Source: an optimization exercise on an open RTL-to-GDS flow (aim: small area). Production flows keep margins and buffers that such runs may drop.
Function was checked by simulation only, so behaviour that the tests miss may differ from the original.
Power and IR drop assume default switching activity.

**flow/config.mk**
```make
export PLATFORM = sky130hd
export DESIGN_NAME = I2C_Master_Top
export DESIGN_NICKNAME = I2C_Master_Top
export VERILOG_FILES = /design/flow/design.v
export SDC_FILE = /design/flow/constraint.sdc
export NUM_CORES = 4
export LEC_CHECK = 0
export CAP_MARGIN = 20
export CORE_MARGIN = 2
export CORE_UTILIZATION = 45
export SLEW_MARGIN = 20
```
**flow/constraint.sdc**
```tcl
create_clock -name core_clock -period 20.0 [get_ports {MAX10_CLK1_50}]
set_input_delay 4.0000 -clock core_clock [delete_from_list [all_inputs] [get_ports {MAX10_CLK1_50}]]
set_output_delay 4.0000 -clock core_clock [all_outputs]
set_load 0.01 [all_outputs]
```
**flow/design.v**
```verilog
module Decoder_7seg (output wire [6:0] out, input [3:0] in);
wire x3 = in[3], x2 = in[2], x1 = in[1], x0 = in[0];
assign out[0] = ~x3 & ~x1 & (x2 ^ x0);                  
assign out[1] = x2 & (x1 ^ x0);                         
assign out[2] = ~x2 & x1 & ~x0;                         
assign out[3] = x2 ? ~(x1 ^ x0) : (~x3 & ~x1 & x0);     
assign out[4] = x0 | (x2 & ~x1);                        
assign out[5] = (x1 & (x0 | ~x2)) | (~x3 & ~x2 & x0);   
assign out[6] = x2 ? (x1 & x0) : (~x3 & ~x1);           
endmodule
module Decoder_7seg_top (output wire [6:0] out, input [2:0] in);
wire x2 = in[2], x1 = in[1], x0 = in[0];
assign out[0] = ~x1 & (x2 ^ x0);                        
assign out[1] = x2 & (x1 | x0);                         
assign out[2] = ~x2 & x1 & ~x0;                         
assign out[3] = out[0];                                 
assign out[4] = x0 | (x2 & ~x1);                        
assign out[5] = ~x2 & (x1 | x0);                        
assign out[6] = ~x2 & ~x1;                              
endmodule
module I2C_Master (
	input            Clk,
	input            Reset,
	output           I2C_SDA_OEn,
	output           I2C_SCL_OEn,
	output           z,
	output reg [1:0] q,
	output reg [6:0] c,
	output reg       W,
	output           upd_time        
);
reg [6:0] u;
assign z = (u == 7'd21);
assign upd_time = (u == 7'd126) & (q == 2'd0);
always @(posedge Clk) begin
	if (Reset)
		u <= 7'd42;
	else
		u <= {u[5:0], u[6] ^ u[5] ^ z};
end
wire       inc = z & (q == 2'd0);
wire [7:0] cn  = {1'b0, c} + {7'd0, inc};
always @(posedge Clk) begin
	if (Reset) begin
		q <= 2'd0;
		c <= 7'd87;
		W <= 1'b1;
	end
	else begin
		q <= q + {1'b0, z};
		c <= cn[6:0] | {2'b00, cn[7], cn[7], cn[7], 1'b0, cn[7]};    
		W <= W & ~cn[7];
	end
end
wire sda_bits = W ? ((c == 7'd90) | (c == 7'd91) | (c == 7'd93) | (c == 7'd94) | (c == 7'd95) | (c == 7'd96) | (c == 7'd97) | (c == 7'd99) | (c == 7'd100) | (c == 7'd101) | (c == 7'd102) | (c == 7'd103) | (c == 7'd104) | (c == 7'd105) | (c == 7'd106) | (c == 7'd108) | (c == 7'd109) | (c == 7'd110) | (c == 7'd111) | (c == 7'd112) | (c == 7'd113) | (c == 7'd114) | (c == 7'd115) | (c == 7'd117) | (c == 7'd118) | (c == 7'd119) | (c == 7'd121) | (c == 7'd122))
                  : ((c == 7'd30) | (c == 7'd31) | (c == 7'd33) | (c == 7'd34) | (c == 7'd35) | (c == 7'd36) | (c == 7'd37) | (c == 7'd39) | (c == 7'd40) | (c == 7'd41) | (c == 7'd42) | (c == 7'd43) | (c == 7'd45) | (c == 7'd46) | (c == 7'd49) | (c == 7'd50) | (c == 7'd52) | (c == 7'd53) | (c == 7'd54) | (c == 7'd55) | (c == 7'd66));
wire sda_d = sda_bits | (W ? (c == 7'd126) : (c == 7'd76));
wire sda_a = sda_bits | (c == 7'd29) | (~W & (c == 7'd48)) | (W & (c == 7'd89));
assign I2C_SDA_OEn = (q[0] ^ q[1]) ? sda_d : sda_a;
wire scl = ~q[1] & ~(q[0] & z);
assign I2C_SCL_OEn = (scl & ~(W & ((c == 7'd87) | ((c == 7'd88) & q[0])))) | ((q == 2'd3) & z);
endmodule
module I2C_Master_Top(
	input        MAX10_CLK1_50,
	input        RESET,
	output [6:0] HEX0,
	output [6:0] HEX1,
	output [6:0] HEX2,
	output [6:0] HEX3,
	output [6:0] HEX4,
	output       SDA_OEN,
	input        SDA_IN,
	output       SCL_OEN
);
wire       z;
wire [1:0] q;
wire [6:0] c;
wire       W;
wire       upd_time;
I2C_Master i2c_controller (
	.Clk(MAX10_CLK1_50), .Reset(RESET),
	.I2C_SDA_OEn(SDA_OEN), .I2C_SCL_OEn(SCL_OEN),
	.z(z), .q(q), .c(c), .W(W), .upd_time(upd_time));
wire poll   = z & (q == 2'd1) & ~W;
wire in_l = (c == 7'd58) | (c == 7'd59) | (c == 7'd60) | (c == 7'd61) | (c == 7'd62) | (c == 7'd63) | (c == 7'd64) | (c == 7'd65);    
wire in_h = (c == 7'd67) | (c == 7'd68) | (c == 7'd69) | (c == 7'd70) | (c == 7'd71) | (c == 7'd72) | (c == 7'd73) | (c == 7'd74);    
wire samp_l = poll & in_l;
wire samp_h = poll & in_h;
wire fstep  = z & ~W & (((c == 7'd74) & (q != 2'd1)) | (c == 7'd75) | ((c == 7'd76) & (q == 2'd1)));
wire upd    = upd_time & ~W & (c == 7'd76);
wire k01 = ~samp_l;
wire k2  = fstep & ~((c == 7'd74) & (q == 2'd2));
wire k3  = fstep & ((c == 7'd76) | ((c == 7'd75) & q[1] & q[0]) | ((c == 7'd75) & (q == 2'd0)));
reg  [18:0] Rn;
wire [18:0] R = ~Rn;
reg  [18:0] BCD;
function [3:0] dd;
	input [3:0] d;
	input       k;
	reg g;
	begin
		g = k & (d[3] | (d[2] & (d[1] | d[0])));
		dd[3] = d[3] | g;
		dd[2] = g ? (d[3] & d[0]) : d[2];
		dd[1] = g ? ((d[1] & d[0]) | (d[3] & ~d[0])) : d[1];
		dd[0] = d[0] ^ g;
	end
endfunction
wire [18:0] X = {R[18:16], dd(R[15:12], k3), dd(R[11:8], k2), dd(R[7:4], k01), dd(R[3:0], k01)};
always @(posedge MAX10_CLK1_50) begin
	if (samp_l | samp_h | fstep)
		Rn[10:0] <= ~{X[9:0], samp_h ? SDA_IN : (fstep & R[18])};
	if (samp_l | fstep)
		Rn[18:11] <= ~{X[17:11], samp_l ? SDA_IN : X[10]};
end
always @(posedge MAX10_CLK1_50) begin
	if (RESET | upd)
		BCD <= RESET ? 19'd0 : R;
end
Decoder_7seg decoder_1(.out(HEX0), .in(BCD[3:0]));
Decoder_7seg decoder_2(.out(HEX1), .in(BCD[7:4]));
Decoder_7seg decoder_3(.out(HEX2), .in(BCD[11:8]));
Decoder_7seg decoder_4(.out(HEX3), .in(BCD[15:12]));
Decoder_7seg_top decoder_5(.out(HEX4), .in(BCD[18:16]));
endmodule
```
**flow/flow/run.sh**
```bash
#!/bin/bash
# Layout flow: the standard layout (standard.sh, ORFS), with these changes:
#  - synthesis: flow/synth.tcl, the standard synthesis with an area-oriented
#    ABC script, and without Yosys's adder extraction (ADDER_MAP_FILE empty),
#    which otherwise fixes XOR gates as half-adder cells before ABC runs;
#  - port buffers use the smallest buffer cell (buf_1);
#  - clock tree: CTS inserts no dummy loads.
# Each ORFS step's full output is in orfs/logs/; make's own output is in
# flow_make.log.
set -euo pipefail
cd "$(dirname "$0")/.."
work=$(pwd)
sed -e "s|SYNTH_SCRIPT=[^ ]*|SYNTH_SCRIPT=$work/flow/synth.tcl ADDER_MAP_FILE=|" standard.sh > flow_standard.sh
export BUFFER_PORTS_ARGS="-buffer_cell sky130_fd_sc_hd__buf_1"
export CTS_ARGS="-sink_clustering_enable -repair_clock_nets -dont_use_dummy_load -buf_list sky130_fd_sc_hd__clkbuf_8"
bash flow_standard.sh > flow_make.log 2>&1
```
**flow/flow/abc_area.script**
```
&get -n
&st
&dch -x
&nf -R 1000 -p
&st
&dch -x
&nf -R 1000 -p
&put
```
**flow/flow/synth.tcl**
```tcl
# The standard synthesis (synth_recipe.tcl in the work folder, which sources
# ORFS's synth.tcl), with one change: ABC maps the logic with abc_area.script
# (choice computation and area-recovering mapping, twice, without the buffering
# and gate up-sizing of abc_speed.script, which only add area at this period).
# Registers are mapped before ABC runs, so they are the standard synthesis's.
set ::my_flow_dir [file dirname [file normalize [info script]]]
proc ::use_area_abc_script {name1 name2 op} {
	set i [lsearch -exact $::abc_args -script]
	if {$i >= 0} {
		lset ::abc_args [expr {$i + 1}] [file join $::my_flow_dir abc_area.script]
	}
}
trace add variable ::abc_args write ::use_area_abc_script
source [file join [file dirname $::my_flow_dir] synth_recipe.tcl]
```
**flow/standard.sh**
```bash
#!/bin/bash
# synth_recipe.tcl (not shown) runs the flow's synth.tcl, then flattens the netlist and writes it again
# the make line also repeats each setting of config.mk as NAME=value (left out here)
make -C /OpenROAD-flow-scripts/flow DESIGN_CONFIG=/design/flow/config.mk WORK_HOME=/design/flow/orfs CLKGATE_MAP_FILE= SYNTH_SCRIPT=/design/flow/synth_recipe.tcl "${@:-finish}"
```
==> results of run 1 <==
[flip-flops by register name, summed over array words and instances, names as in the netlist]
signal	cells
i2c_controller.W	1
i2c_controller.c	7
BCD	19
i2c_controller.u	7
i2c_controller.q	2
Rn	19
[routing by layer]
metal / wire, microns / up-vias / global-route usage
li1: - / 1170 / -
met1: 2462 / 1013 / 0.2054
met2: 2317 / 60 / 0.2456
met3: 257 / 11 / 0.02572
met4: 114 / 0 / 0.05572
met5: 0 / - / 0
[layout by cell type (no fill, tap or decap), types with 5 or more instances in the layout]
cell type	count
o21ai_0	25
clkbuf_8	5
clkinv_1	6
xor2_1	9
and3_1	5
nand2b_1	9
buf_1	39
edfxtp_1	38
dfxtp_1	17
nor2b_1	11
nor2_1	47
or2_0	5
a21o_1	7
nor3b_1	7
a21oi_1	19
nor3_1	11
o21bai_1	5
and2_0	7
o22ai_1	5
xnor2_1	7
nand2_1	27
[kinds of logic (layout without fill, tap and decap cells)]
family                 after synthesis  after routing  share of synthesized area
XOR/XNOR                            16             16                    0.04925
AND/OR/NAND/NOR                    142            142                     0.2511
flip-flops                          55             55                     0.5207
AO/OA/AOI/OAI                       76             76                     0.1645
buffers and inverters                7             52                    0.01055
multiplexers                         1              1                   0.003958
[power by group]
group          internal (mW)  switching [mW]  total (mW)
logic                0.00637         0.00910      0.0155
registers              0.124         0.00361       0.128
clock network         0.0227          0.0309      0.0535
total                  0.153          0.0436       0.197
[final timing paths]
check	start	end	slack [ns]	cells after the start
max	i2c_controller.u[5]	SCL_OEN	13.75	6
min	i2c_controller.u[4]	i2c_controller.u[5]	0.45	1
max reg2reg	i2c_controller.u[5]	Rn[9]	16.70	7
min reg2reg	i2c_controller.u[4]	i2c_controller.u[5]	0.45	1
[cell type report]
cell class	instances	area (sq um)
clock buffer	5	68.82
fill	575	2864
sequential	55	1481
tap	75	93.84
timing repair buffer	41	161.4
multi-input combinational	235	1334
inverter	6	22.52
[metrics by stage]
step                      total power, mW  hold WS (ns)
after floorplan                    0.1397        0.4183
after global placement             0.1455        0.4296
after detailed placement           0.1459        0.4314
after CTS                          0.2002        0.4556
after global routing               0.2057        0.4746
final                              0.1965        0.4514
[worst register-to-register path, delay by kind of cell, from the launching register on]
| kind | cells | cell delay, ns |
|---|---|---|
| flip-flops | 1 | 0.34 |
| AND/OR/NAND/NOR | 7 | 2.60 |
==> impl_metrics.env, run 1 <==
export IMPL_drt_pre_antenna_iters=5
export IMPL_timing_fmax_mhz=160.0
export IMPL_synth_cell_types=39
export IMPL_avgSynthCellArea_sq_um=9.580
export IMPL_dr_first_iter_drc_count=102
export IMPL_synthArstFlopShare=0
export IMPL_critPathRequiredTime_ns=16.00
export IMPL_insertion_delay_ns=0.29
export IMPL_wl_per_cell_microns=12.35
export IMPL_clk_pin_slew_ns=0.09
export IMPL_initial_core_util=0.4722
export IMPL_arrival_ns=2.25
export IMPL_outcome="finished clean"
export IMPL_floorplan_die_area_sq_um=6975
export IMPL_dp_cells=412
export IMPL_hp_class="reg2reg"
export IMPL_nets=347
export IMPL_num_vias=2254
export IMPL_place_ws_ns=14.10
export IMPL_syn_inst=297
export IMPL_grt_max_degree=36
export IMPL_die_y_microns=83.52
export IMPL_critPathTopFamily="simple AND/OR/NAND/NOR gates"
export IMPL_yosysSeqAreaShare=0.5207
export IMPL_antenna_found_initial=0
export IMPL_synth_top_cell_area_share=0.4011
export IMPL_hold_violations=0
export IMPL_ys_flop_type="edfxtp_1"
export IMPL_detail_route_drc_violations=0
export IMPL_cts_buffers=5
export IMPL_place_congestion=0.8462
export IMPL_finalCriticalPeriod_ns=6.251
export IMPL_track_usage=0.1516
export IMPL_placementRows=28
export IMPL_cpPeakStageDelay_ns=0.75
export IMPL_post_route_period_util=0.3125
export IMPL_finish_instance_area_sq_um=3162
export IMPL_ys_ff_latch=55
export IMPL_die_x_microns=83.52
export IMPL_cp_end_kind="output pin"
export IMPL_vdd_drop_max_mv=0.03378
export IMPL_cts_tree="yes"
export IMPL_synthesis_area_sq_um=2845
export IMPL_fin_ws_ns=13.75
export IMPL_syn_nets=300
export IMPL_io_buffers=39
export IMPL_viasPerCell=5.405
export IMPL_io_pin_count=40
export IMPL_finalMaxSlewViolations=0
export IMPL_yosysWarningCount=2
export IMPL_post_cts_repair_setup_buffers=0
export IMPL_cp_cell_sequence="nor3_1 -> nor4bb_1 -> nand2_1 -> xor2_1 -> o31a_1 -> buf_1"
export IMPL_worst_pin_slew_ns=0.8378
export IMPL_cts_root_buffer_cell="clkbuf_8"
export IMPL_synth_edff_count=38
export IMPL_core_sq_um=6026
export IMPL_drt_total_wl_mm=5.151
export IMPL_grt_pass1_vias=1975
export IMPL_area_growth_pct=11.13
export IMPL_grt_ovfl_total=0
export IMPL_diodes=0
export IMPL_ctsResizeCount=0
export IMPL_cts_max_level=2
export IMPL_cts_sinks=55
export IMPL_cp_max_fo=6
export IMPL_synthTopCellsByCount="nor2_1, edfxtp_1, nand2_1, o21ai_0, a21oi_1"
export IMPL_crit_type="reg2out"
export IMPL_tns_ns=0
export IMPL_drive_gt1_frac=0.02047
export IMPL_clock_path_buffers=2
export IMPL_ant_nets=0
export IMPL_yosys_top_cells_area="edfxtp_1, dfxtp_1, nor2_1, o21ai_0, nand2_1"
export IMPL_worstSetupStartpointType="flop"
export IMPL_leakage_nw=1.071
export IMPL_fin_cells=417
export IMPL_report_final_setup_viol=0
export IMPL_critPathBufInv=1
export IMPL_grt_setup_unrepaired="no"
export IMPL_power_density_nw_per_um2=62.15
export IMPL_dpl_instance_area_sq_um=3093
export IMPL_hold_buffers=0
export IMPL_synth_most_common_cell="nor2_1"
export IMPL_final_util=0.5247
export IMPL_fin_skew_ns=0.01128
export IMPL_grt_pass1_wl_mm=8.811
export IMPL_hpwl_mm=3.694
export IMPL_yosysTopAreaCell="edfxtp_1"
export IMPL_critPathSlowestCell="nor4bb_1"
export IMPL_maxCapViolations=0
export IMPL_slew_headroom=0.4339
==> run 2: changes to the inputs <==
--- a/flow/design.v
+++ b/flow/design.v
@@ -54,7 +54,4 @@
 end
-wire sda_bits = W ? ((c == 7'd90) | (c == 7'd91) | (c == 7'd93) | (c == 7'd94) | (c == 7'd95) | (c == 7'd96) | (c == 7'd97) | (c == 7'd99) | (c == 7'd100) | (c == 7'd101) | (c == 7'd102) | (c == 7'd103) | (c == 7'd104) | (c == 7'd105) | (c == 7'd106) | (c == 7'd108) | (c == 7'd109) | (c == 7'd110) | (c == 7'd111) | (c == 7'd112) | (c == 7'd113) | (c == 7'd114) | (c == 7'd115) | (c == 7'd117) | (c == 7'd118) | (c == 7'd119) | (c == 7'd121) | (c == 7'd122))
-                  : ((c == 7'd30) | (c == 7'd31) | (c == 7'd33) | (c == 7'd34) | (c == 7'd35) | (c == 7'd36) | (c == 7'd37) | (c == 7'd39) | (c == 7'd40) | (c == 7'd41) | (c == 7'd42) | (c == 7'd43) | (c == 7'd45) | (c == 7'd46) | (c == 7'd49) | (c == 7'd50) | (c == 7'd52) | (c == 7'd53) | (c == 7'd54) | (c == 7'd55) | (c == 7'd66));
-wire sda_d = sda_bits | (W ? (c == 7'd126) : (c == 7'd76));
-wire sda_a = sda_bits | (c == 7'd29) | (~W & (c == 7'd48)) | (W & (c == 7'd89));
-assign I2C_SDA_OEn = (q[0] ^ q[1]) ? sda_d : sda_a;
+wire p = q[0] ^ q[1];
+assign I2C_SDA_OEn = (~c[6] & ~c[5] & ~p) | (~c[6] & ~c[5] & c[1]) | (~c[6] & ~c[3] & c[2] & ~c[1]) | (~c[6] & ~c[4] & c[3] & ~c[2]) | (~c[6] & ~c[4] & ~c[1] & c[0]) | (~c[6] & ~c[4] & c[3] & c[1] & ~c[0]) | (~c[5] & ~c[4] & ~c[3] & ~c[2] & c[1] & ~c[0]) | (~c[5] & ~c[4] & c[3] & c[2] & ~c[1] & ~c[0] & p) | (W & ~c[4] & c[2]) | (~c[6] & ~c[3] & ~c[1] & c[0]) | (W & c[5] & ~c[2] & ~c[1] & c[0]) | (W & ~c[5] & c[3] & c[1]) | (W & c[5] & ~c[3] & c[0]) | (W & ~c[4] & ~c[1]) | (~c[6] & ~c[3] & c[2] & c[0]) | (W & c[4] & ~c[3] & ~c[2]) | (~c[6] & ~c[4] & ~c[2] & c[1]) | (~c[6] & c[4] & ~c[3] & c[1] & ~c[0]) | (W & c[3] & ~c[2] & c[1] & ~c[0]) | (W & ~c[3] & c[2] & c[1] & ~c[0]) | (W & ~c[5] & ~c[1] & c[0] & ~p) | (~c[6] & c[4] & ~c[3] & ~c[1] & ~p) | (W & ~c[5] & c[3] & c[2] & c[0]) | (W & c[4] & c[1] & ~c[0] & p);
 wire scl = ~q[1] & ~(q[0] & z);
@@ -83,12 +80,13 @@
 	.z(z), .q(q), .c(c), .W(W), .upd_time(upd_time));
-wire poll   = z & (q == 2'd1) & ~W;
-wire in_l = (c == 7'd58) | (c == 7'd59) | (c == 7'd60) | (c == 7'd61) | (c == 7'd62) | (c == 7'd63) | (c == 7'd64) | (c == 7'd65);    
-wire in_h = (c == 7'd67) | (c == 7'd68) | (c == 7'd69) | (c == 7'd70) | (c == 7'd71) | (c == 7'd72) | (c == 7'd73) | (c == 7'd74);    
+wire poll   = z & (q == 2'd1);
+wire in_l   = (~c[5] & ~c[4] & ~c[3] & ~c[2] & ~c[1]) | (~c[6] & c[5] & c[4] & c[3] & c[2]) | (~c[6] & c[5] & c[4] & c[3] & c[1]);    
+wire in_h   = (~c[5] & ~c[4] & ~c[3] & c[1] & c[0]) | (~c[5] & ~c[4] & ~c[3] & c[2]) | (~c[5] & ~c[4] & c[3] & ~c[2] & ~c[1]) | (~c[5] & ~c[4] & c[3] & ~c[2] & ~c[0]);    
 wire samp_l = poll & in_l;
 wire samp_h = poll & in_h;
-wire fstep  = z & ~W & (((c == 7'd74) & (q != 2'd1)) | (c == 7'd75) | ((c == 7'd76) & (q == 2'd1)));
-wire upd    = upd_time & ~W & (c == 7'd76);
+wire s45 = (~c[5] & ~c[4] & c[3] & ~c[2] & c[1] & ~c[0]), s46 = (~c[5] & ~c[4] & c[3] & ~c[2] & c[1] & c[0]), s47 = (~c[5] & ~c[4] & c[3] & c[2] & ~c[1] & ~c[0]);
+wire fstep  = z & ((s45 & (q != 2'd1)) | s46 | (s47 & (q == 2'd1)));
+wire upd    = upd_time & s47;
 wire k01 = ~samp_l;
-wire k2  = fstep & ~((c == 7'd74) & (q == 2'd2));
-wire k3  = fstep & ((c == 7'd76) | ((c == 7'd75) & q[1] & q[0]) | ((c == 7'd75) & (q == 2'd0)));
+wire k2  = fstep & ~(s45 & (q == 2'd2));
+wire k3  = fstep & (s47 | (s46 & q[1] & q[0]) | (s46 & (q == 2'd0)));
 reg  [18:0] Rn;
--- a/flow/flow/run.sh
+++ b/flow/flow/run.sh
@@ -6,3 +6,3 @@
 #  - port buffers use the smallest buffer cell (buf_1);
-#  - clock tree: CTS inserts no dummy loads.
+#  - clock tree: clkbuf_8 buffers only, and CTS inserts no dummy loads.
 # Each ORFS step's full output is in orfs/logs/; make's own output is in
==> flow/flow/abc_area.script (replaced) <==
&get -n
&st
&dch -x -f
&nf -R 1000 -p -C 32 -F 8 -A 8
&st
&dch -x -f
&nf -R 1000 -p -C 32 -F 8 -A 8
&put
--- a/flow/config.mk
+++ b/flow/config.mk
@@ -9,3 +9,3 @@
 export CORE_MARGIN = 2
-export CORE_UTILIZATION = 45
+export CORE_UTILIZATION = 80
 export SLEW_MARGIN = 20
==> impl_metrics.env, run 2 <==
export IMPL_hold_buffers=0
export IMPL_synthArstFlopShare=0
export IMPL_dpl_instance_area_sq_um=2987
export IMPL_cts_max_level=2
export IMPL_nets=334
export IMPL_largestRegisters="BCD x19, Rn x19"
export IMPL_die_x_microns=62.90
export IMPL_finalCriticalPeriod_ns=6.065
export IMPL_clk_pin_slew_ns=0.09
export IMPL_grt_ovfl_total=0
export IMPL_grt_pass1_wl_mm=10.83
export IMPL_post_route_period_util=0.3032
export IMPL_wl_per_cell_microns=17.30
export IMPL_io_buffers=39
export IMPL_post_cts_repair_setup_buffers=0
export IMPL_rrSetupSlack_ns=16.66
export IMPL_power_density_nw_per_um2=64.47
export IMPL_initial_core_util=0.8316
export IMPL_io_pin_count=40
export IMPL_cts_root_buffer_cell="clkbuf_8"
export IMPL_layout_commonest_cell="nor2_1"
export IMPL_seqCellArea_sq_um=1481
export IMPL_reg2reg_to="Rn[4]"
export IMPL_cp_end_kind="output pin"
export IMPL_syn_inst=284
export IMPL_placementRows=21
export IMPL_crit_type="reg2out"
export IMPL_synth_top_cell_area_share=0.4112
export IMPL_antenna_found_initial=0
export IMPL_ys_ff_latch=55
export IMPL_place_ws_ns=14.28
export IMPL_detail_route_drc_violations=0
export IMPL_ff2ff_path_depth=6
export IMPL_maxCapViolations=0
export IMPL_synth_most_common_cell="nor2_1"
export IMPL_report_final_setup_viol=0
export IMPL_cp_max_fo=6
export IMPL_ant_nets=0
export IMPL_leakage_nw=1.031
export IMPL_floorplan_die_area_sq_um=3956
export IMPL_arrival_ns=2.06
export IMPL_cp_endpoint="SCL_OEN"
export IMPL_synthesis_area_sq_um=2775
export IMPL_fillers=138
export IMPL_track_usage=0.3548
export IMPL_cpPeakStageDelay_ns=0.49
export IMPL_cts_tree="yes"
export IMPL_startpoint="i2c_controller.u[5]"
export IMPL_worst_pin_slew_ns=0.8564
export IMPL_synth_edff_count=38
export IMPL_grt_pass1_vias=2217
export IMPL_avgSynthCellArea_sq_um=9.772
export IMPL_p_total_mw=0.1970
export IMPL_place_congestion=0.9243
export IMPL_drt_total_wl_mm=6.486
export IMPL_core_sq_um=3337
export IMPL_drt_pre_antenna_iters=5
export IMPL_finalMaxSlewViolations=0
export IMPL_ctsResizeCount=0
export IMPL_outcome="finished clean"
export IMPL_fin_skew_ns=0.01950
export IMPL_yosysWarningCount=2
export IMPL_layout_common_cells="nor2_1, buf_1, edfxtp_1"
export IMPL_slew_headroom=0.4291
export IMPL_timing_fmax_mhz=164.9
export IMPL_viasPerCell=6.517
export IMPL_yosys_top_cells_area="edfxtp_1, dfxtp_1, nor2_1, o21ai_0, nand2_1"
export IMPL_hp_start="Rn[17]"
export IMPL_die_y_microns=62.90
export IMPL_reg2reg_from="i2c_controller.u[5]"
export IMPL_yosysTopAreaCell="edfxtp_1"
export IMPL_drive_gt1_frac=0.02128
export IMPL_hpwl_mm=4.268
export IMPL_grt_setup_unrepaired="no"
export IMPL_grt_max_degree=36
export IMPL_vdd_drop_max_mv=0.06844
export IMPL_cts_buffers=5
export IMPL_diodes=0
export IMPL_fin_ws_ns=13.94
export IMPL_critPathSlowestCell="nor3_1"
export IMPL_synth_cell_types=36
export IMPL_finish_instance_area_sq_um=3055
export IMPL_num_vias=2444
export IMPL_ys_flop_type="edfxtp_1"
export IMPL_yosysSeqAreaShare=0.5338
export IMPL_dr_first_iter_drc_count=240
export IMPL_tns_ns=0
export IMPL_insertion_delay_ns=0.32
export IMPL_critPathRequiredTime_ns=16.00
export IMPL_synthTopCellsByCount="nor2_1, edfxtp_1, nand2_1, o21ai_0, dfxtp_1"
export IMPL_clock_path_buffers=2
export IMPL_cts_sinks=55
export IMPL_syn_nets=287
export IMPL_hp_class="reg2reg"
export IMPL_cp_cell_sequence="or2_0 -> nor3_1 -> nand2_1 -> xnor2_1 -> a21oi_1 -> buf_1"
export IMPL_area_growth_pct=10.10
export IMPL_hold_violations=0
export IMPL_multiInputGateArea_sq_um=1256
export IMPL_worstSetupStartpointType="flop"
-- run 2: cell count changes in the layout (fill, tap and decap cells not counted), sizes merged, moves of 3 or more --
cell / delta
nor3: +4
a21oi: -4
nor2: -6
o21ai: -3
o22ai: -5
nand2b: -6
nand3: +6
and3: -4
-- run 2: worst min path at each step --
stage / to / cells past startpoint
floorplan: Rn[17] / 0
global placement: Rn[17] / 0
detailed placement: Rn[17] / 0
CTS: Rn[18] / 0
global route: Rn[17] / 0
finish: Rn[18] / 0
-- run 2: critical path: cells and delay by family, from the launching register on --
kind            cells  cell delay [ns]
compound gates      1             0.12
xor+xnor            1             0.19
buf+inv             1             0.16
flops               1             0.33
simple gates        3             0.95
-- run 2: report_power, final --
| part | total (mW) | leakage [nW] | switching [mW] | internal (mW) |
|---|---|---|---|---|
| Combinational | 0.0148 | 0.491 | 0.00929 | 0.00554 |
| Sequential | 0.127 | 0.504 | 0.00374 | 0.124 |
| Clock | 0.0547 | 0.0359 | 0.0320 | 0.0226 |
| Total | 0.197 | 1.03 | 0.0451 | 0.152 |
-- run 2: cell families (layout without fill, tap and decap cells) --
group	Yosys count	in the layout	share of synthesized area
simple gates	131	131	0.2295
compound gates	71	71	0.1646
flops	55	55	0.5338
xor+xnor	16	16	0.05050
buf+inv	9	54	0.01353
mux	2	2	0.008115
-- run 2: cell type report --
type | instances | share of cell area
clock buffer | 5 | 0.02252
sequential | 55 | 0.4848
timing repair buffer | 41 | 0.05283
multi-input combinational | 220 | 0.4111
inverter | 8 | 0.009828
tap | 46 | 0.01884
-- run 2: per-stage QoR --
step                      hold WS [ns]  instances  utilization
after floorplan                 0.4272        284            -
after global placement          0.4420        370       0.8950
after detailed placement        0.4456        370       0.8950
after CTS                       0.4695        375       0.9156
after global routing            0.4834        375       0.9156
final                           0.4695        375       0.9156
-- run 2: metal layers --
layer / wire, microns / track usage / part of all wire / up-vias
li1: - / - / - / 1125
met1: 2446 / 0.4335 / 0.38 / 1108
met2: 3234 / 0.6130 / 0.50 / 185
met3: 601 / 0.07748 / 0.093 / 26
met4: 204 / 0.1361 / 0.031 / 0
met5: 0 / 0 / 0 / -
==> run 3: changes to the inputs <==
--- a/flow/config.mk
+++ b/flow/config.mk
@@ -9,3 +9,3 @@
 export CORE_MARGIN = 2
-export CORE_UTILIZATION = 80
+export CORE_UTILIZATION = 45
 export SLEW_MARGIN = 20
==> impl_metrics.env, run 3 <==
export IMPL_clk_pin_slew_ns=0.08
export IMPL_wl_per_cell_microns=12.23
export IMPL_nets=334
export IMPL_viasPerCell=5.356
export IMPL_antenna_found_initial=0
export IMPL_arrival_ns=2.05
export IMPL_core_sq_um=5956
export IMPL_grt_pass1_wl_mm=7.638
export IMPL_dr_first_iter_drc_count=131
export IMPL_cts_buffers=5
export IMPL_insertion_delay_ns=0.30
export IMPL_post_cts_repair_setup_buffers=0
export IMPL_diodes=0
export IMPL_synth_top_cell_area_share=0.4112
export IMPL_rrSetupSlack_ns=16.63
export IMPL_cts_tree="yes"
export IMPL_outcome="finished clean"
export IMPL_grt_ovfl_total=0
export IMPL_num_vias=2164
export IMPL_area_growth_pct=11.41
export IMPL_report_final_setup_viol=0
export IMPL_vdd_drop_max_mv=0.03619
export IMPL_synth_most_common_cell="nor2_1"
export IMPL_finalMaxSlewViolations=0
export IMPL_die_x_microns=82.53
export IMPL_synth_cell_types=36
export IMPL_syn_inst=284
export IMPL_finalCriticalPeriod_ns=6.048
export IMPL_floorplan_die_area_sq_um=6811
export IMPL_cts_sinks=55
export IMPL_tns_ns=0
export IMPL_detail_route_drc_violations=0
export IMPL_ctsResizeCount=0
export IMPL_fillers=562
export IMPL_worstSetupStartpointType="flop"
export IMPL_synthTopCellsByCount="nor2_1, edfxtp_1, nand2_1, o21ai_0, dfxtp_1"
export IMPL_drt_total_wl_mm=4.939
export IMPL_die_y_microns=82.53
export IMPL_clock_path_buffers=2
export IMPL_power_density_nw_per_um2=62.84
export IMPL_post_route_period_util=0.3024
export IMPL_grt_pass1_vias=1773
export IMPL_ys_ff_latch=55
export IMPL_grt_setup_unrepaired="no"
export IMPL_yosysSeqAreaShare=0.5338
export IMPL_hold_buffers=0
export IMPL_layout_commonest_cell="nor2_1"
export IMPL_avgSynthCellArea_sq_um=9.772
export IMPL_hold_violations=0
export IMPL_cts_max_level=2
export IMPL_fin_skew_ns=0.01725
export IMPL_synthesis_area_sq_um=2775
export IMPL_layout_common_cells="nor2_1, buf_1, edfxtp_1"
export IMPL_cp_max_fo=6
export IMPL_cp_end_kind="output pin"
export IMPL_dp_cells=399
export IMPL_largestRegisters="BCD x19, Rn x19"
export IMPL_yosys_top_cells_area="edfxtp_1, dfxtp_1, nor2_1, o21ai_0, nand2_1"
export IMPL_worst_pin_slew_ns=0.7882
export IMPL_placementRows=28
export IMPL_io_buffers=39
export IMPL_yosysWarningCount=2
export IMPL_final_util=0.5191
export IMPL_synth_edff_count=38
export IMPL_leakage_nw=1.031
export IMPL_place_congestion=0.8633
export IMPL_timing_fmax_mhz=165.3
export IMPL_io_pin_count=40
export IMPL_syn_nets=287
export IMPL_drive_gt1_frac=0.02128
export IMPL_slew_headroom=0.4745
export IMPL_hp_class="reg2reg"
export IMPL_track_usage=0.1471
export IMPL_ys_flop_type="edfxtp_1"
export IMPL_fin_cells=404
export IMPL_initial_core_util=0.4660
export IMPL_yosysTopAreaCell="edfxtp_1"
export IMPL_cts_root_buffer_cell="clkbuf_8"
export IMPL_synthArstFlopShare=0
export IMPL_grt_max_degree=36
export IMPL_crit_type="reg2out"
export IMPL_ant_nets=0
export IMPL_drt_pre_antenna_iters=4
export IMPL_maxCapViolations=0
export IMPL_critPathRequiredTime_ns=16.00
export IMPL_hpwl_mm=3.381
-- run 3: through the flow --
stage	total power [mW]	cell area (sq um)	setup slack (ns)	hold WS, ns
after floorplan	0.1380	2775	14.50	0.4272
after global placement	0.1432	3023	14.34	0.4396
after detailed placement	0.1433	3023	14.28	0.4419
after CTS	0.1958	3092	13.93	0.4624
after global routing	0.2024	3092	13.73	0.4806
final	0.1943	3092	13.95	0.4585
-- run 3: kinds of logic (layout without fill, tap and decap cells) --
kind of cell / count (synthesis) / count (layout) / synth area share
and+or+nand+nor: 131 / 131 / 0.2295
AOI/OAI and AO/OA: 71 / 71 / 0.1646
DFF: 55 / 55 / 0.5338
xor gates and xnor gates: 16 / 16 / 0.05050
buffers and inverters: 9 / 54 / 0.01353
muxes: 2 / 2 / 0.008115
-- run 3: critical path, stage by stage, from the launching register on --
cell	delay (ns)
dfxtp_1	0.32
or2_0	0.23
nor3_1	0.48
nand2_1	0.24
xnor2_1	0.19
a21oi_1	0.12
buf_1	0.16
-- run 3: per-layer routing --
layer,GRT usage,part of all wire
met1,0.1814,0.48
met2,0.2508,0.46
met3,0.03261,0.054
met4,0.05738,0.012
met5,0,0
-- run 3: where the power goes --
group          internal [mW]  switching [mW]  total [mW]
combinational        0.00554         0.00821      0.0137
sequential             0.124         0.00309       0.127
clock                 0.0226          0.0311      0.0538
total                  0.152          0.0424       0.194
-- run 3: final cells by class --
type	count	area, sq um	area share
Sequential cell	55	1481	0.4792
Multi-Input combinational cell	220	1256	0.4063
Tap cell	75	93.84	0.03035
Inverter	8	30.03	0.009713
Timing Repair Buffer	41	161.4	0.05221
Clock buffer	5	68.82	0.02226
-- run 3: path summary, 6_finish.rpt --
path              cells after the start  endpoint           startpoint
setup / recovery                      6   SCL_OEN  i2c_controller.u[5]
hold / removal                        0    Rn[17]               Rn[16]
setup reg to reg                      6     Rn[5]  i2c_controller.u[5]
hold reg to reg                       0    Rn[17]               Rn[16]
==> run 4: changes to the inputs <==
--- a/flow/config.mk
+++ b/flow/config.mk
@@ -9,3 +9,3 @@
 export CORE_MARGIN = 2
-export CORE_UTILIZATION = 45
+export CORE_UTILIZATION = 65
 export SLEW_MARGIN = 20
==> impl_metrics.env, run 4 <==
export IMPL_outcome="finished clean"
export IMPL_initial_core_util=0.6839
export IMPL_cpPeakStageDelay_ns=0.48
export IMPL_track_usage=0.2001
export IMPL_leakage_nw=1.026
export IMPL_num_vias=2160
export IMPL_nets=333
export IMPL_syn_inst=284
export IMPL_tns_ns=0
export IMPL_maxCapViolations=0
export IMPL_finalCriticalPeriod_ns=6.044
export IMPL_cts_max_level=2
export IMPL_hold_slack_ns=0.4642
export IMPL_core_sq_um=4058
export IMPL_synth_edff_count=38
export IMPL_timing_fmax_mhz=165.4
export IMPL_hp_start="Rn[16]"
export IMPL_startpoint="i2c_controller.u[5]"
export IMPL_place_ws_ns=14.27
export IMPL_ff2ff_path_depth=6
export IMPL_grt_pass1_wl_mm=7.900
export IMPL_clk_pin_slew_ns=0.09
export IMPL_yosysWarningCount=2
export IMPL_synthTopCellsByCount="nor2_1, edfxtp_1, nand2_1, o21ai_0, dfxtp_1"
export IMPL_synthArstFlopShare=0
export IMPL_wl_per_cell_microns=12.53
export IMPL_place_congestion=0.8869
export IMPL_drt_total_wl_mm=4.735
export IMPL_ctsResizeCount=0
export IMPL_synth_most_common_cell="nor2_1"
export IMPL_layout_common_cells="nor2_1, buf_1, edfxtp_1"
export IMPL_yosysSeqAreaShare=0.5338
export IMPL_hold_violations=0
export IMPL_hpwl_mm=3.381
export IMPL_grt_setup_unrepaired="no"
export IMPL_post_route_period_util=0.3022
export IMPL_drt_pre_antenna_iters=4
export IMPL_worst_pin_slew_ns=0.9094
export IMPL_critPathRequiredTime_ns=16.00
export IMPL_reg2reg_from="i2c_controller.u[5]"
export IMPL_syn_nets=287
export IMPL_critPathSlowestCell="nor3_1"
export IMPL_hold_buffers=0
export IMPL_grt_max_degree=36
export IMPL_hold_path_depth=0
export IMPL_post_cts_repair_setup_buffers=0
export IMPL_placementRows=23
export IMPL_grt_pass1_vias=1852
export IMPL_power_density_nw_per_um2=63.40
export IMPL_fin_ws_ns=13.96
export IMPL_ys_ff_latch=55
export IMPL_ant_nets=0
export IMPL_rrSetupSlack_ns=16.51
export IMPL_synth_top_cell_area_share=0.4112
export IMPL_cts_buffers=5
export IMPL_io_pin_count=40
export IMPL_cts_tree="yes"
export IMPL_yosys_top_cells_area="edfxtp_1, dfxtp_1, nor2_1, o21ai_0, nand2_1"
export IMPL_p_total_mw=0.1936
export IMPL_hp_class="reg2reg"
export IMPL_cp_max_fo=6
export IMPL_vdd_drop_max_mv=0.05162
export IMPL_grt_ovfl_total=0
export IMPL_area_growth_pct=10.01
export IMPL_report_final_setup_viol=0
export IMPL_detail_route_drc_violations=0
export IMPL_avgSynthCellArea_sq_um=9.772
export IMPL_ys_flop_type="edfxtp_1"
export IMPL_io_buffers=39
export IMPL_cp_end_kind="output pin"
export IMPL_cp_cell_sequence="or2_0 -> nor3_1 -> nand2_1 -> xnor2_1 -> a21oi_1 -> buf_1"
export IMPL_largestRegisters="BCD x19, Rn x19"
export IMPL_clock_path_buffers=2
export IMPL_drive_gt1_frac=0.01829
export IMPL_whs_endpoint="Rn[17]"
export IMPL_dr_first_iter_drc_count=60
export IMPL_die_x_microns=69.34
export IMPL_yosysTopAreaCell="edfxtp_1"
export IMPL_layout_commonest_cell="nor2_1"
export IMPL_crit_type="reg2out"
export IMPL_cts_sinks=55
export IMPL_cts_root_buffer_cell="clkbuf_8"
export IMPL_synthesis_area_sq_um=2775
export IMPL_diodes=0
export IMPL_viasPerCell=5.714
export IMPL_insertion_delay_ns=0.30
export IMPL_synth_cell_types=36
export IMPL_reg2reg_to="Rn[6]"
export IMPL_die_y_microns=69.34
export IMPL_slew_headroom=0.3891
export IMPL_fin_skew_ns=0.01455
export IMPL_floorplan_die_area_sq_um=4808
export IMPL_antenna_found_initial=0
export IMPL_arrival_ns=2.04
export IMPL_finalMaxSlewViolations=0
export IMPL_worstSetupStartpointType="flop"
[run 4: cell count changes in the layout (fill, tap and decap cells not counted), sizes merged]
| cell | delta |
|---|---|
| buf | -1 |
[run 4: final cells by class]
class	count	area, sq um
sequential	55	1481
multi-input combinational	220	1256
fill	311	1005
timing repair buffer	40	153.9
clock buffer	5	68.82
tap	50	62.56
inverter	8	30.03
[run 4: cells by family (layout without fill, tap and decap cells)]
| group | count (synthesis) | in the layout | share of synthesized area |
|---|---|---|---|
| compound gates | 71 | 71 | 0.1646 |
| xor+xnor | 16 | 16 | 0.05050 |
| buf+inv | 9 | 53 | 0.01353 |
| flops | 55 | 55 | 0.5338 |
| mux | 2 | 2 | 0.008115 |
| simple gates | 131 | 131 | 0.2295 |
[run 4: per-layer routing]
metal,track usage,vias to the layer above,share of wire
met1,0.2602,968,0.46
met4,0.07407,0,0.014
met2,0.3344,61,0.48
met3,0.03779,6,0.050
met5,0,-,0
li1,-,1125,-
[run 4: how the worst max path moves through the flow]
stage                     depth (start not counted)  slack, ns       to
final                                             6      13.96  SCL_OEN
after global routing                              6      13.76  SCL_OEN
after CTS                                         6      13.93  SCL_OEN
after detailed placement                          6      14.27  SCL_OEN
after global placement                            6      14.37  SCL_OEN
after floorplan                                   5      14.50  SCL_OEN
[run 4: stage by stage]
stage | utilization | area (sq um) | instances
floorplan | - | 2775 | 284
global placement | 0.7354 | 2984 | 373
detailed placement | 0.7354 | 2984 | 373
CTS | 0.7524 | 3053 | 378
global route | 0.7524 | 3053 | 378
finish | 0.7524 | 3053 | 378
[run 4: power by group]
part	leakage, nW	switching [mW]	total (mW)	internal [mW]
Sequential	0.504	0.00313	0.127	0.124
Combinational	0.485	0.00813	0.0137	0.00554
Clock	0.0359	0.0304	0.0530	0.0226
Total	1.03	0.0417	0.194	0.152
[run 4: worst max-delay path: cells and delay by family (launching register included)]
family	cells	cell delay, ns
flops	1	0.32
xor+xnor	1	0.19
buf+inv	1	0.16
compound gates	1	0.12
simple gates	3	0.96
==> run 5: changes to the inputs <==
==> flow/flow/abc_area.script (replaced) <==
&get -n
&st
&dc2
&dch -x
&nf -R 1000
&st
&b
&dch -x -f
&nf -R 1000 -p
&put
==> impl_metrics.env, run 5 <==
export IMPL_worst_pin_slew_ns=0.8792
export IMPL_die_y_microns=69.09
export IMPL_hold_path_depth=1
export IMPL_detail_route_drc_violations=0
export IMPL_final_util=0.7543
export IMPL_cts_root_buffer_cell="clkbuf_8"
export IMPL_insertion_delay_ns=0.31
export IMPL_arrival_ns=2.28
export IMPL_num_vias=2170
export IMPL_synth_most_common_cell="nor2_1"
export IMPL_fin_ws_ns=13.72
export IMPL_post_cts_repair_setup_buffers=0
export IMPL_cts_max_level=2
export IMPL_diodes=0
export IMPL_clk_pin_slew_ns=0.08
export IMPL_io_pin_count=40
export IMPL_place_congestion=0.9032
export IMPL_dr_first_iter_drc_count=98
export IMPL_layout_commonest_cell="nor2_1"
export IMPL_track_usage=0.2124
export IMPL_ff2ff_path_depth=7
export IMPL_yosys_top_cells_area="edfxtp_1, dfxtp_1, nor2_1, nand2b_1, a21oi_1"
export IMPL_fillers=316
export IMPL_initial_core_util=0.6835
export IMPL_leakage_nw=1.046
export IMPL_clock_path_buffers=2
export IMPL_synth_edff_count=38
export IMPL_slew_headroom=0.4093
export IMPL_hp_class="reg2reg"
export IMPL_antenna_found_initial=0
export IMPL_die_x_microns=69.09
export IMPL_ys_flop_type="edfxtp_1"
export IMPL_report_final_setup_viol=0
export IMPL_vdd_drop_max_mv=0.06163
export IMPL_finalCriticalPeriod_ns=6.283
export IMPL_synthesis_area_sq_um=2754
export IMPL_yosysWarningCount=2
export IMPL_cts_tree="yes"
export IMPL_synthArstFlopShare=0
export IMPL_hold_violations=0
export IMPL_rrSetupSlack_ns=16.36
export IMPL_ctsResizeCount=0
export IMPL_synthTopCellsByCount="nor2_1, edfxtp_1, a21oi_1, nand2_1, nand2b_1"
export IMPL_hold_buffers=0
export IMPL_maxCapViolations=0
export IMPL_worstSetupStartpointType="flop"
export IMPL_cp_max_fo=6
export IMPL_avgSynthCellArea_sq_um=9.697
export IMPL_grt_ovfl_total=0
export IMPL_drive_gt1_frac=0.02128
export IMPL_synth_top_cell_area_share=0.4144
export IMPL_cts_buffers=5
export IMPL_ys_ff_latch=55
export IMPL_grt_setup_unrepaired="no"
export IMPL_cp_end_kind="output pin"
export IMPL_yosysTopAreaCell="edfxtp_1"
export IMPL_floorplan_die_area_sq_um=4773
export IMPL_ant_nets=0
export IMPL_wl_per_cell_microns=12.84
export IMPL_core_sq_um=4029
export IMPL_fin_skew_ns=0.01565
export IMPL_drt_total_wl_mm=4.868
export IMPL_power_density_nw_per_um2=63.84
export IMPL_fin_cells=379
export IMPL_finalMaxSlewViolations=0
export IMPL_cts_sinks=55
export IMPL_syn_inst=284
export IMPL_placementRows=23
export IMPL_post_route_period_util=0.3141
export IMPL_synth_cell_types=37
export IMPL_dp_cells=374
export IMPL_hpwl_mm=3.454
export IMPL_grt_max_degree=36
export IMPL_layout_common_cells="nor2_1, buf_1, edfxtp_1"
export IMPL_syn_nets=287
export IMPL_io_buffers=39
export IMPL_grt_pass1_wl_mm=8.411
export IMPL_timing_fmax_mhz=159.2
export IMPL_drt_pre_antenna_iters=4
export IMPL_tns_ns=0
export IMPL_grt_pass1_vias=1964
export IMPL_place_ws_ns=14.04
export IMPL_hold_slack_ns=0.4506
export IMPL_largestRegisters="BCD x19, Rn x19"
export IMPL_crit_type="reg2out"
export IMPL_outcome="finished clean"
export IMPL_area_growth_pct=10.36
export IMPL_critPathRequiredTime_ns=16.00
export IMPL_viasPerCell=5.726
export IMPL_nets=334
export IMPL_yosysSeqAreaShare=0.5379
## run 5: cell types whose count changed after synthesis, moves of 6 or more
cell,change
a21boi_0,+8
nor3_1,-12
nand2_1,-6
nor2_1,+9
xnor2_1,-6
a21oi_1,+7
nand2b_1,+18
and2_0,-6
## run 5: through the flow
step           power (mW)  instance area [sq um]
2_1_floorplan      0.1379                   2754
3_3_place_gp       0.1429                   2970
3_5_place_dp       0.1434                   2970
4_1_cts            0.1956                   3039
5_1_grt            0.2015                   3039
6_report           0.1940                   3039
## run 5: layout make-up
class                   instances  area, sq um  share of cell area
clock buffers                   5        68.82             0.02264
flip-flops and latches         55         1481              0.4874
repair buffers                 41        161.4             0.05311
inverters                       4        15.01            0.004940
multi-input cells             224         1250              0.4113
well taps                      50        62.56             0.02058
## run 5: path summary, 6_finish.rpt
| kind | startpoint | to |
|---|---|---|
| max | i2c_controller.u[5] | SCL_OEN |
| min | i2c_controller.u[4] | i2c_controller.u[5] |
| max reg2reg | i2c_controller.u[5] | Rn[6] |
| min reg2reg | i2c_controller.u[4] | i2c_controller.u[5] |
## run 5: where the power goes
group,internal [mW],leakage [nW],total (mW),switching (mW)
sequential,0.124,0.503,0.126,0.00232
combinational,0.00577,0.507,0.0148,0.00898
clock,0.0226,0.0359,0.0533,0.0307
## run 5: layer usage
layer  GRT usage  vias up  share of wire
li1            -     1118              -
met2      0.3761       52           0.50
met5           0        -              0
met1      0.2600      996           0.45
met4     0.06318        0         0.0082
met3     0.04532        4          0.047
## run 5: worst max-delay path, stage by stage (launching register included)
cell,delay (ns)
dfxtp_1,0.33
or2_0,0.24
nor4_1,0.61
nand2_1,0.27
xor2_1,0.25
o21a_1,0.15
buf_1,0.14
## run 5: logic make-up after synthesis
family,after synthesis,share of synthesized area
AO/OA/AOI/OAI,79,0.1777
XOR/XNOR,9,0.02862
buffers and inverters,5,0.008178
flip-flops,55,0.5379
multiplexers,1,0.004089
AND/OR/NAND/NOR,135,0.2435
==> run 6: changes to the inputs <==
--- a/flow/design.v
+++ b/flow/design.v
@@ -40,4 +40,4 @@
 end
-wire       inc = z & (q == 2'd0);
-wire [7:0] cn  = {1'b0, c} + {7'd0, inc};
+wire inc = z & (q == 2'd0);
+wire jmp = (~c[6] & c[5] & c[3]) | (~c[6] & ~c[4] & c[3]) | (~c[6] & c[3] & c[0]) | (c[5] & c[4] & c[3] & c[2] & c[0]);
 always @(posedge Clk) begin
@@ -45,3 +45,3 @@
 		q <= 2'd0;
-		c <= 7'd87;
+		c <= 7'd84;
 		W <= 1'b1;
@@ -50,4 +50,5 @@
 		q <= q + {1'b0, z};
-		c <= cn[6:0] | {2'b00, cn[7], cn[7], cn[7], 1'b0, cn[7]};    
-		W <= W & ~cn[7];
+		if (inc)
+			c <= (c | {3'b000, {4{jmp}}}) + 7'd1;
+		W <= W & ~((c[5] & c[4] & c[3] & c[2] & c[0]));
 	end
@@ -55,5 +56,5 @@
 wire p = q[0] ^ q[1];
-assign I2C_SDA_OEn = (~c[6] & ~c[5] & ~p) | (~c[6] & ~c[5] & c[1]) | (~c[6] & ~c[3] & c[2] & ~c[1]) | (~c[6] & ~c[4] & c[3] & ~c[2]) | (~c[6] & ~c[4] & ~c[1] & c[0]) | (~c[6] & ~c[4] & c[3] & c[1] & ~c[0]) | (~c[5] & ~c[4] & ~c[3] & ~c[2] & c[1] & ~c[0]) | (~c[5] & ~c[4] & c[3] & c[2] & ~c[1] & ~c[0] & p) | (W & ~c[4] & c[2]) | (~c[6] & ~c[3] & ~c[1] & c[0]) | (W & c[5] & ~c[2] & ~c[1] & c[0]) | (W & ~c[5] & c[3] & c[1]) | (W & c[5] & ~c[3] & c[0]) | (W & ~c[4] & ~c[1]) | (~c[6] & ~c[3] & c[2] & c[0]) | (W & c[4] & ~c[3] & ~c[2]) | (~c[6] & ~c[4] & ~c[2] & c[1]) | (~c[6] & c[4] & ~c[3] & c[1] & ~c[0]) | (W & c[3] & ~c[2] & c[1] & ~c[0]) | (W & ~c[3] & c[2] & c[1] & ~c[0]) | (W & ~c[5] & ~c[1] & c[0] & ~p) | (~c[6] & c[4] & ~c[3] & ~c[1] & ~p) | (W & ~c[5] & c[3] & c[2] & c[0]) | (W & c[4] & c[1] & ~c[0] & p);
+assign I2C_SDA_OEn = (~c[6] & ~c[4] & ~c[3] & ~c[1]) | (~c[6] & ~c[4] & ~c[2] & c[0]) | (~c[6] & ~c[4] & c[2] & ~c[0]) | (~c[6] & c[5] & c[4] & c[3]) | (~c[5] & ~c[4] & c[3] & ~c[2] & ~c[1] & c[0] & p) | (c[5] & c[4] & c[3] & c[2] & c[0] & ~p) | (W & ~c[3] & c[1] & c[0]) | (W & ~c[5] & ~c[2] & c[1]) | (W & ~c[5] & c[3] & c[2] & ~c[1]) | (W & ~c[4] & c[0]) | (W & ~c[4] & c[1]) | (W & ~c[4] & c[2]) | (W & c[5] & ~c[3] & ~c[0]) | (~c[6] & ~c[5] & c[4] & c[1]) | (W & ~c[5] & c[3] & ~c[0]) | (~c[6] & ~c[5] & ~c[3] & ~c[2] & ~c[1]) | (~c[6] & ~c[5] & c[1] & c[0]) | (~c[6] & ~c[5] & c[2] & ~c[0]) | (~c[6] & c[3] & c[0] & ~p) | (W & ~c[3] & c[1] & ~p) | (W & ~c[2] & c[1] & c[0] & p);
 wire scl = ~q[1] & ~(q[0] & z);
-assign I2C_SCL_OEn = (scl & ~(W & ((c == 7'd87) | ((c == 7'd88) & q[0])))) | ((q == 2'd3) & z);
+assign I2C_SCL_OEn = (scl & ~(W & ((c == 7'd84) | ((c == 7'd85) & q[0])))) | ((q == 2'd3) & z);
 endmodule
@@ -81,12 +82,12 @@
 wire poll   = z & (q == 2'd1);
-wire in_l   = (~c[5] & ~c[4] & ~c[3] & ~c[2] & ~c[1]) | (~c[6] & c[5] & c[4] & c[3] & c[2]) | (~c[6] & c[5] & c[4] & c[3] & c[1]);    
-wire in_h   = (~c[5] & ~c[4] & ~c[3] & c[1] & c[0]) | (~c[5] & ~c[4] & ~c[3] & c[2]) | (~c[5] & ~c[4] & c[3] & ~c[2] & ~c[1]) | (~c[5] & ~c[4] & c[3] & ~c[2] & ~c[0]);    
+wire in_l   = (~c[6] & c[5] & c[4] & ~c[3]);
+wire in_h   = (c[6] & ~c[5] & ~c[4] & ~c[3]);
 wire samp_l = poll & in_l;
 wire samp_h = poll & in_h;
-wire s45 = (~c[5] & ~c[4] & c[3] & ~c[2] & c[1] & ~c[0]), s46 = (~c[5] & ~c[4] & c[3] & ~c[2] & c[1] & c[0]), s47 = (~c[5] & ~c[4] & c[3] & c[2] & ~c[1] & ~c[0]);
-wire fstep  = z & ((s45 & (q != 2'd1)) | s46 | (s47 & (q == 2'd1)));
-wire upd    = upd_time & s47;
+wire s71 = (c[6] & ~c[5] & ~c[4] & ~c[3] & c[2] & c[1] & c[0]), s72 = (c[6] & ~c[5] & ~c[4] & c[3] & ~c[2] & ~c[1] & ~c[0]), s73 = (~c[5] & ~c[4] & c[3] & ~c[2] & ~c[1] & c[0]);
+wire fstep  = z & ((s71 & (q != 2'd1)) | s72 | (s73 & (q == 2'd1)));
+wire upd    = upd_time & s73;
 wire k01 = ~samp_l;
-wire k2  = fstep & ~(s45 & (q == 2'd2));
-wire k3  = fstep & (s47 | (s46 & q[1] & q[0]) | (s46 & (q == 2'd0)));
+wire k2  = fstep & ~(s71 & (q == 2'd2));
+wire k3  = fstep & (s73 | (s72 & q[1] & q[0]) | (s72 & (q == 2'd0)));
 reg  [18:0] Rn;
==> impl_metrics.env, run 6 <==
export IMPL_outcome="finished clean"
export IMPL_hold_path_depth=0
export IMPL_clkPwrFrac=0.272
export IMPL_grt_pass1_vias=1629
export IMPL_yosysWarningCount=2
export IMPL_reg2reg_to="i2c_controller.c[6]"
export IMPL_place_congestion=0.8342
export IMPL_timing_fmax_mhz=165.5
export IMPL_worstSetupStartpointType="flop"
export IMPL_report_final_setup_viol=0
export IMPL_layout_common_cells="nor2_1, buf_1, edfxtp_1"
export IMPL_fin_skew_ns=0.01123
export IMPL_ctsResizeCount=0
export IMPL_critical_path_most_common_cell="nand2_1"
export IMPL_floorplan_die_area_sq_um=4755
export IMPL_cts_tree="yes"
export IMPL_core_sq_um=4029
export IMPL_hp_class="reg2reg"
export IMPL_reg2reg_from="i2c_controller.u[1]"
export IMPL_layout_commonest_cell="nor2_1"
export IMPL_arrival_ns=2.04
export IMPL_post_cts_repair_setup_buffers=0
export IMPL_tns_ns=0
export IMPL_p_total_mw=0.1962
export IMPL_synthArstFlopShare=0
export IMPL_cts_buffers=5
export IMPL_synth_edff_count=38
export IMPL_wl_per_cell_microns=12.09
export IMPL_cp_endpoint="SCL_OEN"
export IMPL_comb_power_share=0.081
export IMPL_num_vias=2094
export IMPL_final_util=0.7516
export IMPL_finalMaxSlewViolations=0
export IMPL_track_usage=0.2050
export IMPL_io_buffers=39
export IMPL_cts_max_level=2
export IMPL_post_route_period_util=0.3021
export IMPL_ant_nets=0
export IMPL_nets=330
export IMPL_slew_headroom=0.3664
export IMPL_startpoint="i2c_controller.u[1]"
export IMPL_cts_root_buffer_cell="clkbuf_8"
export IMPL_cp_cell_sequence="nand4b_1 -> nor4_1 -> nand2_1 -> nand2_1 -> nand2_1 -> nor2_1 -> buf_1"
export IMPL_drt_total_wl_mm=4.533
export IMPL_power_density_nw_per_um2=64.81
export IMPL_hold_buffers=0
export IMPL_drt_pre_antenna_iters=4
export IMPL_worst_path_stages=7
export IMPL_synthTopCellsByCount="nor2_1, edfxtp_1, nand2b_1, nand2_1, a21oi_1"
export IMPL_multiInputGateArea_sq_um=1246
export IMPL_yosysSeqAreaShare=0.5401
export IMPL_grt_pass1_wl_mm=7.107
export IMPL_antenna_found_initial=0
export IMPL_area_growth_pct=10.40
export IMPL_critPathBufInv=1
export IMPL_diodes=0
export IMPL_p_switching_mw=0.04327
export IMPL_p_seq_frac=0.647
export IMPL_grt_max_degree=38
export IMPL_die_y_microns=68.96
export IMPL_crit_type="reg2out"
export IMPL_vdd_drop_max_mv=0.04753
export IMPL_syn_inst=280
export IMPL_leakage_nw=1.100
export IMPL_seqCellArea_sq_um=1481
export IMPL_clock_path_buffers=2
export IMPL_die_x_microns=68.96
export IMPL_insertion_delay_ns=0.30
export IMPL_ff2ff_path_depth=10
export IMPL_critPathTopFamily="simple AND/OR/NAND/NOR gates"
export IMPL_viasPerCell=5.584
export IMPL_switching_share=0.2205
export IMPL_worst_pin_slew_ns=0.9417
export IMPL_initial_core_util=0.6807
export IMPL_maxCapViolations=0
export IMPL_detail_route_drc_violations=0
export IMPL_critPathRequiredTime_ns=16.00
export IMPL_rrSetupSlack_ns=17.01
export IMPL_hold_violations=0
export IMPL_fin_cells=375
export IMPL_ys_ff_latch=55
export IMPL_avgSynthCellArea_sq_um=9.795
export IMPL_largestRegisters="BCD x19, Rn x19"
export IMPL_dpl_instance_area_sq_um=2959
export IMPL_yosys_top_cells_area="edfxtp_1, dfxtp_1, nor2_1, nand2b_1, a21oi_1"
export IMPL_dr_first_iter_drc_count=73
export IMPL_ys_flop_type="edfxtp_1"
export IMPL_io_pin_count=40
export IMPL_cts_sinks=55
export IMPL_grt_ovfl_total=0
export IMPL_clk_pin_slew_ns=0.09
export IMPL_fillers=298
export IMPL_syn_nets=283
export IMPL_critPathSlowestCell="nor4_1"
export IMPL_synth_most_common_cell="nor2_1"
export IMPL_cp_end_kind="output pin"
export IMPL_finish_instance_area_sq_um=3028
export IMPL_placementRows=23
export IMPL_cp_max_fo=6
export IMPL_synthesis_area_sq_um=2743
export IMPL_cpPeakStageDelay_ns=0.65
export IMPL_internal_power_mw=0.1530
export IMPL_synth_cell_types=39
export IMPL_yosysTopAreaCell="edfxtp_1"
export IMPL_finalCriticalPeriod_ns=6.042
export IMPL_hpwl_mm=3.274
export IMPL_dp_cells=370
export IMPL_synth_top_cell_area_share=0.4161
export IMPL_grt_setup_unrepaired="no"
export IMPL_drive_gt1_frac=0.02154
## run 6: power by group through the flow
stage / Sequential [mW] / Combinational, mW / Clock [mW]
5_1_grt: 0.127 / 0.0187 / 0.0579
4_1_cts: 0.127 / 0.0161 / 0.0546
3_3_place_gp: 0.129 / 0.0157 / 0
6_report: 0.127 / 0.0159 / 0.0534
3_5_place_dp: 0.130 / 0.0160 / 0
2_1_floorplan: 0.129 / 0.0105 / 0
## run 6: how the worst min path moves through the flow
stage / from / end / slack, ns
finish: Rn[16] / Rn[17] / 0.47
CTS: Rn[16] / Rn[17] / 0.47
global placement: Rn[16] / Rn[17] / 0.44
floorplan: Rn[16] / Rn[17] / 0.43
detailed placement: Rn[16] / Rn[17] / 0.44
global route: Rn[16] / Rn[17] / 0.49
## run 6: area by class of cell
type,count,share of cell area
Clock buffer,5,0.02273
Inverter,2,0.002479
Multi-Input combinational cell,222,0.4116
Sequential cell,55,0.4893
Tap cell,50,0.02066
Timing Repair Buffer,41,0.05331
## run 6: logic make-up after synthesis
group / share of synthesized area
simple gates: 0.2797
mux: 0.008211
flops: 0.5401
xor+xnor: 0.02235
compound gates: 0.1442
buf+inv: 0.005476
## run 6: worst register-to-register path, cell delays in order, from the launching register on
cell      delay (ns)
dfxtp_1         0.32
nand4b_1        0.16
nor4_1          0.65
nor3b_1         0.46
nor2b_1         0.27
o31a_1          0.25
o21a_1          0.16
and2_0          0.23
nand3_1         0.14
a21oi_1         0.16
o21ai_0         0.08
## run 6: per-layer routing
metal | track usage | vias to the layer above | wire, microns
met4 | 0.06618 | 0 | 49
met2 | 0.3438 | 56 | 2052
li1 | - | 1109 | -
met1 | 0.2636 | 924 | 2202
met3 | 0.04870 | 5 | 229
met5 | 0 | - | 0
## run 6: through the flow
step / hold slack (ns) / setup WS (ns)
final: 0.4653 / 13.96
after global routing: 0.4853 / 13.72
after CTS: 0.4715 / 13.97
after detailed placement: 0.4372 / 14.31
after global placement: 0.4357 / 14.38
after floorplan: 0.4272 / 14.61
==> run 7: changes to the inputs <==
--- a/flow/flow/synth.tcl
+++ b/flow/flow/synth.tcl
@@ -2,4 +2,5 @@
 # ORFS's synth.tcl), with one change: ABC maps the logic with abc_area.script
-# (choice computation and area-recovering mapping, twice, without the buffering
-# and gate up-sizing of abc_speed.script, which only add area at this period).
+# (two rounds of AIG rewriting, choice computation and area-recovering
+# mapping, without the buffering and gate up-sizing of abc_speed.script,
+# which only add area at this clock period).
 # Registers are mapped before ABC runs, so they are the standard synthesis's.
==> impl_metrics.env, run 7 <==
export IMPL_num_vias=2094
export IMPL_layout_common_cells="nor2_1, buf_1, edfxtp_1"
export IMPL_die_y_microns=68.96
export IMPL_arrival_ns=2.04
export IMPL_cts_root_buffer_cell="clkbuf_8"
export IMPL_syn_inst=280
export IMPL_io_buffers=39
export IMPL_cts_max_level=2
export IMPL_synth_most_common_cell="nor2_1"
export IMPL_viasPerCell=5.584
export IMPL_startpoint="i2c_controller.u[1]"
export IMPL_cts_tree="yes"
export IMPL_report_final_setup_viol=0
export IMPL_synth_edff_count=38
export IMPL_avgSynthCellArea_sq_um=9.795
export IMPL_wl_per_cell_microns=12.09
export IMPL_ctsResizeCount=0
export IMPL_dpl_instance_area_sq_um=2959
export IMPL_clock_path_buffers=2
export IMPL_layout_commonest_cell="nor2_1"
export IMPL_ys_ff_latch=55
export IMPL_rrSetupSlack_ns=17.01
export IMPL_ant_nets=0
export IMPL_die_x_microns=68.96
export IMPL_yosysWarningCount=2
export IMPL_hp_class="reg2reg"
export IMPL_cp_endpoint="SCL_OEN"
export IMPL_grt_ovfl_total=0
export IMPL_post_route_period_util=0.3021
export IMPL_hpwl_mm=3.274
export IMPL_critical_path_most_common_cell="nand2_1"
export IMPL_worstSetupStartpointType="flop"
export IMPL_dr_first_iter_drc_count=73
export IMPL_critPathRequiredTime_ns=16.00
export IMPL_floorplan_die_area_sq_um=4755
export IMPL_yosys_top_cells_area="edfxtp_1, dfxtp_1, nor2_1, nand2b_1, a21oi_1"
export IMPL_finish_instance_area_sq_um=3028
export IMPL_synthTopCellsByCount="nor2_1, edfxtp_1, nand2b_1, nand2_1, a21oi_1"
export IMPL_grt_pass1_vias=1629
export IMPL_crit_type="reg2out"
export IMPL_area_growth_pct=10.40
export IMPL_place_congestion=0.8342
export IMPL_clk_pin_slew_ns=0.09
export IMPL_outcome="finished clean"
export IMPL_reg2reg_to="i2c_controller.c[6]"
export IMPL_cts_sinks=55
export IMPL_worst_path_stages=7
export IMPL_yosysSeqAreaShare=0.5401
export IMPL_vdd_drop_max_mv=0.04753
export IMPL_critPathTopFamily="simple AND/OR/NAND/NOR gates"
export IMPL_syn_nets=283
export IMPL_largestRegisters="BCD x19, Rn x19"
export IMPL_hold_buffers=0
export IMPL_antenna_found_initial=0
export IMPL_cp_cell_sequence="nand4b_1 -> nor4_1 -> nand2_1 -> nand2_1 -> nand2_1 -> nor2_1 -> buf_1"
export IMPL_fin_skew_ns=0.01123
export IMPL_grt_max_degree=38
export IMPL_critPathBufInv=1
export IMPL_reg2reg_from="i2c_controller.u[1]"
export IMPL_tns_ns=0
export IMPL_synthesis_area_sq_um=2743
export IMPL_finalCriticalPeriod_ns=6.042
export IMPL_fillers=298
export IMPL_worst_pin_slew_ns=0.9417
export IMPL_core_sq_um=4029
export IMPL_diodes=0
export IMPL_ff2ff_path_depth=10
export IMPL_drt_total_wl_mm=4.533
export IMPL_place_ws_ns=14.31
export IMPL_io_pin_count=40
export IMPL_slew_headroom=0.3664
export IMPL_synth_cell_types=39
export IMPL_grt_pass1_wl_mm=7.107
export IMPL_synthArstFlopShare=0
export IMPL_leakage_nw=1.100
export IMPL_cpPeakStageDelay_ns=0.65
export IMPL_nets=330
export IMPL_timing_fmax_mhz=165.5
export IMPL_grt_setup_unrepaired="no"
export IMPL_placementRows=23
export IMPL_maxCapViolations=0
export IMPL_track_usage=0.2050
export IMPL_critPathSlowestCell="nor4_1"
export IMPL_finalMaxSlewViolations=0
export IMPL_yosysTopAreaCell="edfxtp_1"
export IMPL_detail_route_drc_violations=0
export IMPL_cts_buffers=5
export IMPL_hold_violations=0
export IMPL_power_density_nw_per_um2=64.81
export IMPL_initial_core_util=0.6807
export IMPL_synth_top_cell_area_share=0.4161
export IMPL_drive_gt1_frac=0.02154
export IMPL_cp_end_kind="output pin"
export IMPL_fin_ws_ns=13.96
export IMPL_ys_flop_type="edfxtp_1"
export IMPL_drt_pre_antenna_iters=4
export IMPL_post_cts_repair_setup_buffers=0
export IMPL_cp_max_fo=6
export IMPL_insertion_delay_ns=0.30
## run 7: worst register-to-register path, stage by stage, from the launching register on
cell      delay (ns)
dfxtp_1         0.32
nand4b_1        0.16
nor4_1          0.65
nor3b_1         0.46
nor2b_1         0.27
o31a_1          0.25
o21a_1          0.16
and2_0          0.23
nand3_1         0.14
a21oi_1         0.16
o21ai_0         0.08
## run 7: how the worst min path moves through the flow
stage / start / endpoint / cells after the start
floorplan: Rn[16] / Rn[17] / 0
global placement: Rn[16] / Rn[17] / 0
detailed placement: Rn[16] / Rn[17] / 0
CTS: Rn[16] / Rn[17] / 0
global route: Rn[16] / Rn[17] / 0
finish: Rn[16] / Rn[17] / 0
## run 7: cell type report
| class | count | area [sq um] | area share |
|---|---|---|---|
| flip-flops and latches | 55 | 1481 | 0.4893 |
| repair buffers | 41 | 161.4 | 0.05331 |
| inverters | 2 | 7.507 | 0.002479 |
| clock buffers | 5 | 68.82 | 0.02273 |
| well taps | 50 | 62.56 | 0.02066 |
| multi-input cells | 222 | 1246 | 0.4116 |
## run 7: routing by layer
layer	up-vias	share of wire	GRT usage
li1	1109	-	-
met1	924	0.49	0.2636
met2	56	0.45	0.3438
met3	5	0.051	0.04870
met4	0	0.011	0.06618
met5	-	0	0
## run 7: logic make-up after synthesis
kind of cell,count (synthesis),share of synthesized area
muxes,2,0.008211
and+or+nand+nor,150,0.2797
AOI/OAI and AO/OA,63,0.1442
DFF,55,0.5401
buffers and inverters,3,0.005476
xor gates and xnor gates,7,0.02235
## run 7: through the flow
| step | power, mW | util | instances | hold slack (ns) |
|---|---|---|---|---|
| floorplan | 0.1394 | - | 280 | 0.4272 |
| global placement | 0.1450 | 0.7345 | 370 | 0.4357 |
| detailed placement | 0.1456 | 0.7345 | 370 | 0.4372 |
| CTS | 0.1976 | 0.7516 | 375 | 0.4715 |
| global route | 0.2040 | 0.7516 | 375 | 0.4853 |
| finish | 0.1962 | 0.7516 | 375 | 0.4653 |
## run 7: report_power, final
group	leakage (nW)	switching, mW	internal, mW	total, mW
combinational	0.548	0.00966	0.00625	0.0159
sequential	0.516	0.00283	0.124	0.127
clock	0.0359	0.0308	0.0226	0.0534

## separate check: timing with driven ports
In the flow no input, the clock included, has a driving cell. The finished layouts below were timed again as built, in two steps. Step 1: set_driving_cell puts a clkbuf_16 on MAX10_CLK1_50 and a buf_2 on each other input, an assumption about the parent block. Step 2, shift: input delay + t, output delay - t, t = (earliest + latest rising clock arrival at the registers) / 2. This alone moves slack from input paths to output paths. Slacks: ideal / step 1 / step 2; pairs: ideal / step 1.
run | t (ns) | slack for setup (ns)
run 1 | 0.318 | 13.749 / 13.721 / 14.039
run 2 | 0.335 | 13.935 / 13.908 / 14.243
run 3 | 0.324 | 13.952 / 13.924 / 14.248
run 4 | 0.322 | 13.955 / 13.928 / 14.249
run 5 | 0.327 | 13.717 / 13.689 / 14.016
run 6 | 0.322 | 13.958 / 13.934 / 14.256
run 7 | 0.322 | 13.958 / 13.934 / 14.256
After both steps setup and hold are still met in every run listed.
